From an optimization exercise on the open Yosys and OpenROAD flow, aimed at small area; shortcuts taken in it are not production practice. At most, simulation tests tie the RTL to the original design; equivalence was not proved. Power figures rest on the tool's default switching activity, not on a simulated workload.

==> tundra <==
Design top_PF, start of the top module:
module top_PF (
    input  signed [7:0] i_signals,
    input               clk,
    input               rst,
    output              o_clock,
    output signed [7:0] o_signal,
    output        [1:0] pwm
);
Settings: LEC_CHECK=0, ABC_AREA=1, CAP_MARGIN=20, CORE_MARGIN=2, CORE_UTILIZATION=70, CTS_BUF_LIST=sky130_fd_sc_hd__clkbuf_8, CTS_CLUSTER_DIAMETER=35, CTS_CLUSTER_SIZE=18, SLEW_MARGIN=20; clock period 20.0 ns.
run.sh (not shown) runs the stock make flow with config.mk's settings and CLKGATE_MAP_FILE= SYNTH_SCRIPT=/design/flow/synth_recipe.tcl, a recipe that flattens the netlist after the stock synthesis.
==> delta (differences from tundra) <==
--- a/flow/design.v
+++ b/flow/design.v
@@ -13,37 +13,42 @@
     wire p = a[k] ^ b[k];
     assign s[k]   = p ^ c[k];
     assign c[k+1] = (a[k] & b[k]) | (p & c[k]);
   end
 endgenerate
 assign co = c[W];
 endmodule
-module pf_mul #(parameter WA = 17) (
+module pf_mulb #(parameter WA = 17) (
     input  [WA-1:0]   a,
     input  [7:0]      b,
     output [WA+7:0]   p
 );
-wire [WA:0] ax = {a[WA-1], a};
-wire [WA:0] s [0:7];
-assign s[0] = b[0] ? ax : {(WA+1){1'b0}};
-genvar r;
+localparam W = WA + 2;            
+wire [W-1:0] ax  = {{2{a[WA-1]}}, a};
+wire [W-1:0] ax2 = {a[WA-1], a, 1'b0};
+wire [8:0] bb = {b, 1'b0};
+wire [W-1:0] s [0:3];
+genvar i;
 generate
-  for (r = 1; r < 8; r = r + 1) begin : row_
-    wire [WA:0] sh = {s[r-1][WA], s[r-1][WA:1]};
-    wire [WA:0] pp = b[r] ? ax : {(WA+1){1'b0}};
-    wire co;
-    if (r < 7) begin : add_
-      pf_add #(WA+1) u (.a(sh), .b(pp), .ci(1'b0), .s(s[r]), .co(co));
-    end else begin : sub_
-      pf_add #(WA+1) u (.a(sh), .b(~pp), .ci(1'b1), .s(s[r]), .co(co));
+  for (i = 0; i < 4; i = i + 1) begin : dig_
+    wire b0 = bb[2*i], b1 = bb[2*i+1], b2 = bb[2*i+2];
+    wire one = b0 ^ b1;
+    wire two = (b2 & ~b1 & ~b0) | (~b2 & b1 & b0);
+    wire neg = b2;
+    wire [W-1:0] q = (({W{one}} & ax) | ({W{two}} & ax2)) ^ {W{neg}};
+    if (i == 0) begin : first_
+      pf_add #(W) u (.a(q), .b({W{1'b0}}), .ci(neg), .s(s[0]), .co());
+    end else begin : row_
+      wire [W-1:0] sh = {{2{s[i-1][W-1]}}, s[i-1][W-1:2]};
+      pf_add #(W) u (.a(sh), .b(q), .ci(neg), .s(s[i]), .co());
+      assign p[2*i-1:2*i-2] = s[i-1][1:0];
     end
-    assign p[r-1] = s[r-1][0];
   end
 endgenerate
-assign p[WA+7:7] = s[7];
+assign p[WA+7:6] = s[3][WA+1:0];
 endmodule
 module top_PF (
     input  signed [7:0] i_signals,
     input               clk,
     input               rst,
     output              o_clock,
     output signed [7:0] o_signal,
@@ -176,19 +181,19 @@
 wire [3:0]  xh = xr[0];
 wire [15:0] hh = hr[0];
 wire [16:0] wo;
 pf_add #(17) u_wo (.a({dn[7], dn, 8'd0}), .b(~{yn[15], yn}), .ci(1'b1), .s(wo), .co());
 wire [16:0] mop1 = slip ? wo : {hh[15], hh};
 wire [7:0]  mop2 = xrun;
 wire [24:0] mp;
-pf_mul #(17) u_mul (.a(mop1), .b(mop2), .p(mp));
-wire [29:0] mpx = {{5{mp[24]}}, mp};
-wire [29:0] m33;
-pf_add #(30) u_m33 (.a(mpx), .b({mpx[24:0], 5'b00000}), .ci(1'b0), .s(m33), .co());
-wire [7:0] mnew = m33[29:22];
+pf_mulb #(17) u_mul (.a(mop1), .b(mop2), .p(mp));
+wire c22;
+pf_add #(17) u_c22 (.a(mp[16:0]), .b(mp[21:5]), .ci(1'b0), .s(), .co(c22));
+wire [7:0] mnew;
+pf_add #(8) u_mn (.a(mp[24:17]), .b({{5{mp[24]}}, mp[24:22]}), .ci(c22), .s(mnew), .co());
 wire [7:0] msel = c31 ? mleft : mreg;
 wire [20:0] hx = {{5{hh[15]}}, hh};
 wire [20:0] h33;
 pf_add #(21) u_h33 (.a(hx), .b({hx[15:0], 5'b00000}), .ci(1'b0), .s(h33), .co());
 wire [7:0] fl = {{2{h33[20]}}, h33[20:15]};    
 wire nz = |hh[14:0];
 wire [7:0] dlt;
@@ -234,20 +239,27 @@
 always @(posedge clk or negedge rst)
   if (!rst) c31c <= 5'd0;
   else if (pb == 5'd12) c31c <= (c31c < 5'd30) ? c31c + 5'd1 : 5'd0;
 wire [4:0] tri5 = (c31c <= 5'd15) ? c31c : 5'd30 - c31c;
 wire [3:0] t = tri5[3:0];
 wire [15:0] T16 = {t, t, t, t};
 wire tp1 = t[3] & ~(&t[2:0]);
-wire [15:0] c  = wo[15:0];
-wire [15:0] cn;
-pf_add #(16) u_neg (.a(~c), .b(16'd0), .ci(1'b1), .s(cn), .co());
-wire g1, g4;    
-pf_add #(16) u_g1 (.a(c  ^ 16'h8000), .b(~T16), .ci(~tp1), .s(), .co(g1));
-pf_add #(16) u_g4 (.a(cn ^ 16'h8000), .b(~T16), .ci(~tp1), .s(), .co(g4));
+wire [15:0] u  = wo[15:0] ^ 16'h8000;
+wire [15:0] un = ~u;
+wire [3:0]  tl1 = t + {3'b000, tp1};
+wire [3:0]  tl4 = t + {3'b000, tp1} - 4'd1;
+wire ge1a = (u[3:0] >= tl1);
+wire ge1b = (u[7:4] > t)   || (u[7:4] == t   && ge1a);
+wire ge1c = (u[11:8] > t)  || (u[11:8] == t  && ge1b);
+wire g1   = (u[15:12] > t) || (u[15:12] == t && ge1c);
+wire ge4a = (un[3:0] >= tl4);
+wire ge4b = (un[7:4] > t)   || (un[7:4] == t   && ge4a);
+wire ge4c = (un[11:8] > t)  || (un[11:8] == t  && ge4b);
+wire ge4d = (un[15:12] > t) || (un[15:12] == t && ge4c);
+wire g4   = (t == 4'd0) || ((|u) && ge4d);
 wire [1:0] raw = {~g1 & g4, g1 & ~g4};
 reg [1:0] s6, s7, s12;
 always @(posedge clk) begin
   if (pb == 5'd6)  s6  <= raw;
   if (pb == 5'd7)  s7  <= raw;
   if (pb == 5'd12) s12 <= raw;
 end
==> flow/flow/run.sh (new file) <==
#!/bin/bash
# The standard layout (the standard.sh, every ORFS step unchanged), with
# one CTS option added: no dummy loads on the clock tree's leaf nets.  The
# other CTS options are the ones cts.tcl builds from config.mk.
set -euo pipefail
CTS="-sink_clustering_enable -repair_clock_nets -dont_use_dummy_load"
CTS="$CTS -buf_list sky130_fd_sc_hd__clkbuf_16"
CTS="$CTS -sink_clustering_size 28 -sink_clustering_max_diameter 60"
bash standard.sh "CTS_ARGS=$CTS" finish > standard_flow.log 2>&1
==> flow/standard.sh (new file) <==
#!/bin/bash
# synth_recipe.tcl (not shown) runs the flow's synth.tcl, then flattens the netlist and writes it again
# the make line also repeats each setting of config.mk as NAME=value (left out here)
make -C /OpenROAD-flow-scripts/flow DESIGN_CONFIG=/design/flow/config.mk WORK_HOME=/design/flow/orfs CLKGATE_MAP_FILE= SYNTH_SCRIPT=/design/flow/synth_recipe.tcl "${@:-finish}"
CTS_BUF_LIST = sky130_fd_sc_hd__clkbuf_16   (was sky130_fd_sc_hd__clkbuf_8)
CTS_CLUSTER_DIAMETER = 60   (was 35)
CTS_CLUSTER_SIZE = 28   (was 18)
removed: flow/run.sh
==> indigo (differences from tundra) <==
--- a/flow/design.v
+++ b/flow/design.v
@@ -189,29 +189,28 @@
 wire [20:0] hx = {{5{hh[15]}}, hh};
 wire [20:0] h33;
 pf_add #(21) u_h33 (.a(hx), .b({hx[15:0], 5'b00000}), .ci(1'b0), .s(h33), .co());
 wire [7:0] fl = {{2{h33[20]}}, h33[20:15]};    
 wire nz = |hh[14:0];
 wire [7:0] dlt;
 pf_add #(8) u_dl (.a(msel), .b(~fl), .ci(~nz), .s(dlt), .co());
-wire [15:0] hnew;    
-wire [7:0]  dlg = hupd ? dlt : 8'd0;
-pf_add #(16) u_hn (.a(hh), .b({{8{dlg[7]}}, dlg}), .ci(1'b0), .s(hnew), .co());
+wire [15:0] hnew;
+pf_add #(16) u_hn (.a(hh), .b({{8{dlt[7]}}, dlt}), .ci(1'b0), .s(hnew), .co());
 wire hupd = c0 || mcalc;
 wire [7:0] xstep;
 pf_add #(8) u_xs (.a(xrun), .b(~{{4{xh[3]}}, xh}), .ci(1'b1), .s(xstep), .co());
 wire [23:0] acc_sum;
 pf_add #(24) u_acc (.a(c0 ? 24'd0 : acc), .b(mp[23:0]), .ci(1'b0), .s(acc_sum), .co());
 always @(posedge clk) begin
   for (i = 0; i < 29; i = i + 1) begin
     xr[i] <= xr[i+1];
     hr[i] <= hr[i+1];
   end
   xr[29] <= clr ? 4'd0 : (slip ? dv : xh);
-  hr[29] <= clr ? 16'd0 : hnew;
+  hr[29] <= clr ? 16'd0 : (hupd ? hnew : hh);
   if (c0) dv <= V[3:0] - x0r[3:0];
   else if (slip) dv <= xh;
   if (c0 || c30) xrun <= x0r;
   else if (lapA || mcalc) xrun <= xstep;
 end
 always @(posedge clk or negedge rst)
   if (!rst) begin
@@ -233,29 +232,24 @@
 reg [4:0] c31c;   
 always @(posedge clk or negedge rst)
   if (!rst) c31c <= 5'd0;
   else if (pb == 5'd12) c31c <= (c31c < 5'd30) ? c31c + 5'd1 : 5'd0;
 wire [4:0] tri5 = (c31c <= 5'd15) ? c31c : 5'd30 - c31c;
 wire [3:0] t = tri5[3:0];
 wire [15:0] T16 = {t, t, t, t};
-wire tp1 = t[3] & ~(&t[2:0]);
 wire [15:0] c  = wo[15:0];
 wire [15:0] cn;
 pf_add #(16) u_neg (.a(~c), .b(16'd0), .ci(1'b1), .s(cn), .co());
 wire g1, g4;    
-pf_add #(16) u_g1 (.a(c  ^ 16'h8000), .b(~T16), .ci(~tp1), .s(), .co(g1));
-pf_add #(16) u_g4 (.a(cn ^ 16'h8000), .b(~T16), .ci(~tp1), .s(), .co(g4));
+pf_add #(16) u_g1 (.a(c  ^ 16'h8000), .b(~T16), .ci(1'b1), .s(), .co(g1));
+pf_add #(16) u_g4 (.a(cn ^ 16'h8000), .b(~T16), .ci(1'b1), .s(), .co(g4));
 wire [1:0] raw = {~g1 & g4, g1 & ~g4};
-reg [1:0] s6, s7, s12;
-always @(posedge clk) begin
-  if (pb == 5'd6)  s6  <= raw;
-  if (pb == 5'd7)  s7  <= raw;
-  if (pb == 5'd12) s12 <= raw;
+reg [1:0] dt [1:9];
+always @(posedge clk) begin
+  dt[1] <= raw;
+  for (i = 2; i <= 9; i = i + 1) dt[i] <= dt[i-1];
 end
 wire young = clr && (pa == 4'd0) && (pb < 5'd9);
-wire [1:0] d9 = (pb >= 5'd7  && pb <= 5'd15) ? s6  :
-                (pb == 5'd16)                ? s7  :
-                (pb >= 5'd17 && pb <= 5'd21) ? s12 : raw;
-wire [1:0] r9 = young ? 2'b00 : d9;
+wire [1:0] r9 = young ? 2'b00 : dt[9];
 wire dead = (r9 == 2'b01 && raw == 2'b10) || (r9 == 2'b10 && raw == 2'b01);
 assign pwm = dead ? 2'b00 : raw;
 endmodule
ABC_AREA = default   (was 1)
CORE_UTILIZATION = 40   (was 70)
CTS_BUF_LIST = default   (was sky130_fd_sc_hd__clkbuf_8)
CTS_CLUSTER_DIAMETER = default   (was 35)
CTS_CLUSTER_SIZE = default   (was 18)
==> summary.txt <==
- indigo finished with timing, DRC and antenna clean. delta produced a clean layout. tundra went through all stages and came out clean.
- Clock power, lowest first: delta, tundra, indigo.
- Final area, lowest first: delta, tundra, indigo.
- Against indigo, the via count of delta is larger by 4.3%.
- Of tundra and indigo, indigo has the higher die area (gap 43%, measured against indigo).
The RTL of indigo was laid out without a check of its function.

-- port drivers added, routing unchanged --
The flow's constraints put no driver on any port. The routed layouts listed below were extracted and timed again, unchanged, in two steps. Step 1 assumes that a clkbuf_16 drives the clock port and a buf_2 every other input. Step 2 adds t to the input delays and takes it off the output delays; t is the mean of the earliest and latest rising clock arrival at the registers after step 1. Input paths then give back, and output paths get back, about the clock's delay inside the block. Three values: ideal ports, drivers, drivers and shift; two values: the first two.
run | shift t [ns] | slack for setup (ns) | worst setup path after step 2 | clock arrival spread, ns | worst data-port slew with drivers (ns)
tundra | 0.849 | 1.962 / 1.962 / 1.962 | register to register | 0.063 / 0.063 | 0.06
delta | 0.694 | 3.706 / 3.706 / 3.706 | register to register | 0.101 / 0.102 | 0.09
indigo | 0.827 | 1.610 / 1.610 / 1.610 | register to register | 0.052 / 0.053 | 0.05
After both steps every run listed still meets setup and hold.
